What follows belongs to an exercise in optimizing a design on an open flow for small area; a production flow would make more cautious choices.
At most, simulation tests tie the RTL to the original design; equivalence was not proved.

==> inputs of job 1373 <==
==> flow/design.v <==
module Uart (clk, reset, rx, tx);
    input  wire clk, reset;
    input  wire rx;
    output wire tx;
    reg  [10:0] rc;
    wire        r_idle = (rc[10:1] == 10'd1);
    wire        r_done = r_idle & ~rc[0];
    always @(posedge clk or posedge reset) begin
        if (reset)       rc <= 11'd3;
        else if (r_idle) rc <= rx ? 11'd3 : 11'd834;
        else             rc <= rc + 11'd1;
    end
    reg rbit;
    always @(posedge clk)
        if (rc[6:0] == 7'd0) rbit <= rx;
    reg  [3:0] tp;
    reg  [6:0] tq;
    reg        txr;
    reg        pf;
    wire       empty, full;
    wire       t_idle = (tp == 4'd9);
    wire       q_end  = (tq == 7'd96);
    wire       t_rd   = (tp == 4'd15) & (tq == 7'd1);
    always @(posedge clk or posedge reset) begin
        if (reset) begin
            tp  <= 4'd9;
            txr <= 1'b1;
        end else if (t_idle) begin
            if (~empty) tp <= 4'd15;
        end else if (q_end) begin
            tp  <= tp + 4'd1;
            txr <= (tp == 4'd15) ? 1'b0 : (tp == 4'd8) ? 1'b1 : pf;
        end
    end
    always @(posedge clk)
        tq <= (t_idle | q_end) ? 7'd1 : {tq[5:0], tq[6] ^ tq[5]};
    assign tx = txr;
    reg [4:0] wpos, tpos;
    function [4:0] dec17(input [4:0] x);
        dec17 = (x == 5'd0) ? 5'd16 : x - 5'd1;
    endfunction
    function [4:0] inc17(input [4:0] x);
        inc17 = (x == 5'd16) ? 5'd0 : x + 5'd1;
    endfunction
    assign full  = (wpos == tpos);
    assign empty = (wpos == inc17(tpos));
    always @(posedge clk or posedge reset) begin
        if (reset) begin
            wpos <= 5'd0;
            tpos <= 5'd16;
        end else begin
            if (~(r_done & ~full)) wpos <= dec17(wpos);
            if (~t_rd)             tpos <= dec17(tpos);
        end
    end
    wire wr_ok = (wpos == 5'd0) & rc[10] & ~(full & (tp <= {1'b0, rc[9:7]}));
    wire [7:0] tail;
    genvar k;
    generate
        for (k = 0; k < 8; k = k + 1) begin : g_ring
            reg [16:0] r;
            wire we = wr_ok & (rc[9:7] == k);
            always @(posedge clk)
                r <= {r[15:0], we ? rbit : r[16]};
            assign tail[k] = r[16];
        end
    endgenerate
    always @(posedge clk)
        if (tpos == 5'd0) pf <= tail[tp[2:0]];
endmodule
==> flow/flow/run.sh <==
#!/bin/bash
set -e
cp standard.sh flow/standard.sh.seen 2>/dev/null || true
export CTS_ARGS="-sink_clustering_enable -repair_clock_nets -dont_use_dummy_load -buf_list sky130_fd_sc_hd__clkbuf_8"
bash standard.sh > standard.log 2>&1
==> flow/flow/standard.sh.seen <==
#!/bin/bash
# The standard flow's own layout of this design, on the ORFS make targets given (by default finish). After
# finish it leaves the final layout's DEF at /design/flow/out/final.def.
set -euo pipefail
make -C /OpenROAD-flow-scripts/flow DESIGN_CONFIG=/design/flow/config.mk WORK_HOME=/design/flow/orfs CLKGATE_MAP_FILE= SYNTH_SCRIPT=/design/flow/synth_recipe.tcl CAP_MARGIN=20 CORE_MARGIN=2 CORE_UTILIZATION=70 SLEW_MARGIN=20 "${@:-finish}"
if [[ -f /design/flow/orfs/results/sky130hd/Uart/base/6_final.odb ]]; then
  : # left out here: write the final layout as DEF
fi
==> flow/standard.sh <==
#!/bin/bash
# synth_recipe.tcl (not shown) runs the flow's synth.tcl, then flattens the netlist and writes it again
# the make line also repeats each setting of config.mk as NAME=value (left out here)
make -C /OpenROAD-flow-scripts/flow DESIGN_CONFIG=/design/flow/config.mk WORK_HOME=/design/flow/orfs CLKGATE_MAP_FILE= SYNTH_SCRIPT=/design/flow/synth_recipe.tcl "${@:-finish}"
==> flow/config.mk <==
export PLATFORM = sky130hd
export DESIGN_NAME = Uart
export DESIGN_NICKNAME = Uart
export VERILOG_FILES = /design/flow/design.v
export SDC_FILE = /design/flow/constraint.sdc
export NUM_CORES = 4
export LEC_CHECK = 0
export CAP_MARGIN = 20
export CORE_MARGIN = 2
export CORE_UTILIZATION = 70
export SLEW_MARGIN = 20
==> flow/constraint.sdc <==
create_clock -name core_clock -period 8.0 [get_ports {clk}]
set_input_delay 1.6000 -clock core_clock [delete_from_list [all_inputs] [get_ports {clk}]]
set_output_delay 1.6000 -clock core_clock [all_outputs]
set_load 0.01 [all_outputs]
==> job 7843: changes against job 1373 <==
--- a/flow/design.v
+++ b/flow/design.v
@@ -21,4 +21,4 @@
     wire       t_idle = (tp == 4'd9);
-    wire       q_end  = (tq == 7'd96);
-    wire       t_rd   = (tp == 4'd15) & (tq == 7'd1);
+    wire       q_end  = (tq == 7'd125);
+    wire       t_rd   = (tp == 4'd15) & (tq == 7'd0);
     always @(posedge clk or posedge reset) begin
@@ -35,3 +35,3 @@
     always @(posedge clk)
-        tq <= (t_idle | q_end) ? 7'd1 : {tq[5:0], tq[6] ^ tq[5]};
+        tq <= (t_idle | q_end) ? 7'd0 : tq + 7'd1;
     assign tx = txr;
==> flow/run.sh (new file) <==
#!/bin/bash
# synth_recipe.tcl (not shown) runs the flow's synth.tcl, then flattens the netlist and writes it again
# the make line also repeats each setting of config.mk as NAME=value (left out here)
make -C /OpenROAD-flow-scripts/flow DESIGN_CONFIG=/design/flow/config.mk WORK_HOME=/design/flow/orfs CLKGATE_MAP_FILE= SYNTH_SCRIPT=/design/flow/synth_recipe.tcl finish
- CTS_CLUSTER_DIAMETER: unset -> 500
- CTS_CLUSTER_SIZE: unset -> 100
removed: flow/flow/run.sh
removed: flow/flow/standard.sh.seen
removed: flow/standard.sh
==> impl_metrics.py <==
metrics = {
    "outcome": {
        "status": "finished clean",
    },
    "power_and_ir_drop": {
        "seq_power_share": 0.664,
        "p_clk_frac": 0.333,
    },
    "timing": {
        "fmax_mhz": 327,
        "finalCritPeriodShare": 0.382,
    },
    "worst_hold_path": {
        "min_to": "g_ring[2].r[4]",
    },
    "synthesis": {
        "synthXorXnorAreaFrac": 0.0317,
    },
    "worst_setup_path": {
        "rr_worst_depth": 7,
    },
    "placed_design": {
        "placed_cell_area_sq_mm": 0.00510,
    },
}
That was job 1373.
==> impl_metrics.py <==
metrics = {
    "outcome": {
        "status": "finished clean",
    },
    "power_and_ir_drop": {
        "p_comb_frac": 0.002,
        "p_clk_frac": 0.470,
        "powerClk_w": 0.000761,
        "seq_power_share": 0.528,
        "combinationalPower_w": 0.00000363,
    },
    "timing": {
        "fmax_mhz": 317,
        "hold_viol": 0,
        "finalCritPeriodShare": 0.395,
    },
    "synthesis": {
        "synthXorXnorAreaFrac": 0.0364,
        "synth_area_sq_mm": 0.00506,
    },
    "placed_design": {
        "placed_cell_area_sq_mm": 0.00518,
    },
    "worst_hold_path": {
        "min_to": "g_ring[2].r[5]",
    },
    "cells_and_area": {
        "finalNetCount": 416,
    },
    "worst_setup_path": {
        "endpoint": "tx",
        "rr_worst_depth": 6,
    },
}
That was job 7843.
The RTL of job 1373 was laid out without a check of its function.


==> inputs of zinc <==
Another version of the RTL of Uart (not shown whole).
==> module Uart, before the edit <==
module Uart (clk, reset, rx, tx);
    input  wire clk, reset;
    input  wire rx;
    output wire tx;
    reg  [10:0] rc;
    wire        r_idle = (rc[10:1] == 10'd1);
    wire        r_done = r_idle & ~rc[0];
    always @(posedge clk or posedge reset) begin
        if (reset)       rc <= 11'd3;
        else if (r_idle) rc <= rx ? 11'd3 : 11'd834;
        else             rc <= rc + 11'd1;
    end
    reg rbit;
    always @(posedge clk)
        if (rc[6:0] == 7'd0) rbit <= rx;
    reg  [3:0] tp;
    reg  [6:0] tq;
    reg        txr;
    reg        pf;
    wire       empty, full;
    wire       t_idle = (tp == 4'd9);
    wire       q_end  = (tq == 7'd96);
    wire       t_rd   = (tp == 4'd15) & (tq == 7'd1);
    always @(posedge clk or posedge reset) begin
        if (reset) begin
            tp  <= 4'd9;
            txr <= 1'b1;
        end else if (t_idle) begin
            if (~empty) tp <= 4'd15;
        end else if (q_end) begin
            tp  <= tp + 4'd1;
            txr <= (tp == 4'd15) ? 1'b0 : (tp == 4'd8) ? 1'b1 : pf;
        end
    end
    always @(posedge clk)
        tq <= (t_idle | q_end) ? 7'd1 : {tq[5:0], tq[6] ^ tq[5]};
    assign tx = txr;
    reg [4:0] wpos, tpos;
    wire [4:0] wstep = {wpos[3:0], ~(wpos[4] ^ (wpos[0] & wpos[1]))};
    wire [4:0] tstep = {tpos[3:0], ~(tpos[4] ^ (tpos[0] & tpos[1]))};
    assign full  = (wpos == tpos);
    assign empty = (wstep == tpos);
    always @(posedge clk or posedge reset) begin
        if (reset) begin
            wpos <= 5'd2;
            tpos <= 5'd5;
        end else begin
            if (~(r_done & ~full)) wpos <= wstep;
            if (~t_rd)             tpos <= tstep;
        end
    end
    wire wr_ok = (wpos == 5'd2) & rc[10] & ~(full & (tp <= {1'b0, rc[9:7]}));
    wire [7:0] tail;
    genvar k;
    generate
        for (k = 0; k < 8; k = k + 1) begin : g_ring
            reg [16:0] r;
            wire we = wr_ok & (rc[9:7] == k);
            always @(posedge clk)
                r <= {r[15:0], we ? rbit : r[16]};
            assign tail[k] = r[16];
        end
    endgenerate
    always @(posedge clk)
        if (tpos == 5'd2) pf <= tail[tp[2:0]];
endmodule
Settings: LEC_CHECK=0, CAP_MARGIN=20, CORE_MARGIN=2, CORE_UTILIZATION=70, SLEW_MARGIN=20; clock period 8.0 ns.
standard.sh (not shown) runs the stock make flow with config.mk's settings and CLKGATE_MAP_FILE= SYNTH_SCRIPT=/design/flow/synth_recipe.tcl, a recipe that flattens the netlist after the stock synthesis.
==> flow/flow/run.sh <==
#!/bin/bash
set -e
export CTS_ARGS="-sink_clustering_enable -repair_clock_nets -dont_use_dummy_load -buf_list sky130_fd_sc_hd__clkbuf_8 -sink_clustering_size 25 -sink_clustering_max_diameter 100 -sink_clustering_levels 1"
bash standard.sh > standard.log 2>&1
==> harbor (differences from zinc) <==
--- a/flow/design.v
+++ b/flow/design.v
@@ -20,6 +20,6 @@
     wire       empty, full;
     wire       t_idle = (tp == 4'd9);
-    wire       q_end  = (tq == 7'd96);
-    wire       t_rd   = (tp == 4'd15) & (tq == 7'd1);
+    wire       q_end  = (tq == 7'd125);
+    wire       t_rd   = (tp == 4'd15) & (tq == 7'd0);
     always @(posedge clk or posedge reset) begin
         if (reset) begin
@@ -34,21 +34,25 @@
     end
     always @(posedge clk)
-        tq <= (t_idle | q_end) ? 7'd1 : {tq[5:0], tq[6] ^ tq[5]};
+        tq <= (t_idle | q_end) ? 7'd0 : tq + 7'd1;
     assign tx = txr;
     reg [4:0] wpos, tpos;
-    wire [4:0] wstep = {wpos[3:0], ~(wpos[4] ^ (wpos[0] & wpos[1]))};
-    wire [4:0] tstep = {tpos[3:0], ~(tpos[4] ^ (tpos[0] & tpos[1]))};
+    function [4:0] dec17(input [4:0] x);
+        dec17 = (x == 5'd0) ? 5'd16 : x - 5'd1;
+    endfunction
+    function [4:0] inc17(input [4:0] x);
+        inc17 = (x == 5'd16) ? 5'd0 : x + 5'd1;
+    endfunction
     assign full  = (wpos == tpos);
-    assign empty = (wstep == tpos);
+    assign empty = (wpos == inc17(tpos));
     always @(posedge clk or posedge reset) begin
         if (reset) begin
-            wpos <= 5'd2;
-            tpos <= 5'd5;
+            wpos <= 5'd0;
+            tpos <= 5'd16;
         end else begin
-            if (~(r_done & ~full)) wpos <= wstep;
-            if (~t_rd)             tpos <= tstep;
+            if (~(r_done & ~full)) wpos <= dec17(wpos);
+            if (~t_rd)             tpos <= dec17(tpos);
         end
     end
-    wire wr_ok = (wpos == 5'd2) & rc[10] & ~(full & (tp <= {1'b0, rc[9:7]}));
+    wire wr_ok = (wpos == 5'd0) & rc[10] & ~(full & (tp <= {1'b0, rc[9:7]}));
     wire [7:0] tail;
     genvar k;
@@ -63,4 +67,4 @@
     endgenerate
     always @(posedge clk)
-        if (tpos == 5'd2) pf <= tail[tp[2:0]];
+        if (tpos == 5'd0) pf <= tail[tp[2:0]];
 endmodule
==> flow/run.sh (new file) <==
#!/bin/bash
# synth_recipe.tcl (not shown) runs the flow's synth.tcl, then flattens the netlist and writes it again
# the make line also repeats each setting of config.mk as NAME=value (left out here)
make -C /OpenROAD-flow-scripts/flow DESIGN_CONFIG=/design/flow/config.mk WORK_HOME=/design/flow/orfs CLKGATE_MAP_FILE= SYNTH_SCRIPT=/design/flow/synth_recipe.tcl finish
Settings changed: CTS_CLUSTER_DIAMETER from default to 200, CTS_CLUSTER_SIZE from default to 50.
removed: flow/flow/run.sh
removed: flow/standard.sh
==> amber (differences from zinc) <==
--- a/flow/design.v
+++ b/flow/design.v
@@ -20,6 +20,6 @@
     wire       empty, full;
     wire       t_idle = (tp == 4'd9);
-    wire       q_end  = (tq == 7'd96);
-    wire       t_rd   = (tp == 4'd15) & (tq == 7'd1);
+    wire       q_end  = (tq == 7'd125);
+    wire       t_rd   = (tp == 4'd15) & (tq == 7'd0);
     always @(posedge clk or posedge reset) begin
         if (reset) begin
@@ -34,21 +34,25 @@
     end
     always @(posedge clk)
-        tq <= (t_idle | q_end) ? 7'd1 : {tq[5:0], tq[6] ^ tq[5]};
+        tq <= (t_idle | q_end) ? 7'd0 : tq + 7'd1;
     assign tx = txr;
     reg [4:0] wpos, tpos;
-    wire [4:0] wstep = {wpos[3:0], ~(wpos[4] ^ (wpos[0] & wpos[1]))};
-    wire [4:0] tstep = {tpos[3:0], ~(tpos[4] ^ (tpos[0] & tpos[1]))};
+    function [4:0] dec17(input [4:0] x);
+        dec17 = (x == 5'd0) ? 5'd16 : x - 5'd1;
+    endfunction
+    function [4:0] inc17(input [4:0] x);
+        inc17 = (x == 5'd16) ? 5'd0 : x + 5'd1;
+    endfunction
     assign full  = (wpos == tpos);
-    assign empty = (wstep == tpos);
+    assign empty = (wpos == inc17(tpos));
     always @(posedge clk or posedge reset) begin
         if (reset) begin
-            wpos <= 5'd2;
-            tpos <= 5'd5;
+            wpos <= 5'd0;
+            tpos <= 5'd16;
         end else begin
-            if (~(r_done & ~full)) wpos <= wstep;
-            if (~t_rd)             tpos <= tstep;
+            if (~(r_done & ~full)) wpos <= dec17(wpos);
+            if (~t_rd)             tpos <= dec17(tpos);
         end
     end
-    wire wr_ok = (wpos == 5'd2) & rc[10] & ~(full & (tp <= {1'b0, rc[9:7]}));
+    wire wr_ok = (wpos == 5'd0) & rc[10] & ~(full & (tp <= {1'b0, rc[9:7]}));
     wire [7:0] tail;
     genvar k;
@@ -63,4 +67,4 @@
     endgenerate
     always @(posedge clk)
-        if (tpos == 5'd2) pf <= tail[tp[2:0]];
+        if (tpos == 5'd0) pf <= tail[tp[2:0]];
 endmodule
==> flow/run.sh (new file) <==
#!/bin/bash
# synth_recipe.tcl (not shown) runs the flow's synth.tcl, then flattens the netlist and writes it again
# the make line also repeats each setting of config.mk as NAME=value (left out here)
make -C /OpenROAD-flow-scripts/flow DESIGN_CONFIG=/design/flow/config.mk WORK_HOME=/design/flow/orfs CLKGATE_MAP_FILE= SYNTH_SCRIPT=/design/flow/synth_recipe.tcl finish
Settings changed: CORE_UTILIZATION 70 to 40.
removed: flow/flow/run.sh
removed: flow/standard.sh
==> summary of the runs <==
- In flip-flop and latch count, harbor and zinc do not differ.
- Area after synthesis is the same in amber and harbor.
- Worst setup slack, lowest first: harbor, amber, zinc.
- zinc ran to the end with no violations. harbor went through all stages and came out clean. amber completed with no timing, DRC or antenna violations.
- Against amber, the via count of zinc is lower by about 14%.
- Critical path depth is the same in amber and harbor.
- First-iteration DRC count, lowest first: amber, zinc, harbor.
- Of zinc and harbor, harbor has the higher synthesized cell count (gap about 13%, measured against harbor).
- Against amber, the cell count of zinc is smaller by about 28%.
Only the layout flow was run in zinc; the RTL was not checked for function there.

==> port drivers added, routing unchanged <==
No port has a modelled driver above. Below, the same layouts with a new extraction and two added sets of constraints. Step 1: set_driving_cell puts a clkbuf_16 on clk and a buf_2 on each other input, an assumption about the parent block. Step 2, shift: input delay + t, output delay - t, t = (earliest + latest rising clock arrival at the registers) / 2. This alone moves slack from input paths to output paths. Three values: ideal, step 1, step 2; two values: the first two.
run | t (ns) | setup WS [ns] | cell pins on the clock port's net
job 1373 | 0.442 | 4.946 / 4.915 / 5.357 | 1
job 7843 | 0.536 | 4.843 / 4.816 / 5.352 | 1
zinc | 0.444 | 4.953 / 4.921 / 5.365 | 1
harbor | 0.536 | 4.843 / 4.816 / 5.352 | 1
amber | 0.448 | 4.925 / 4.887 / 5.335 | 1
After both steps setup and hold are still met in every run listed.
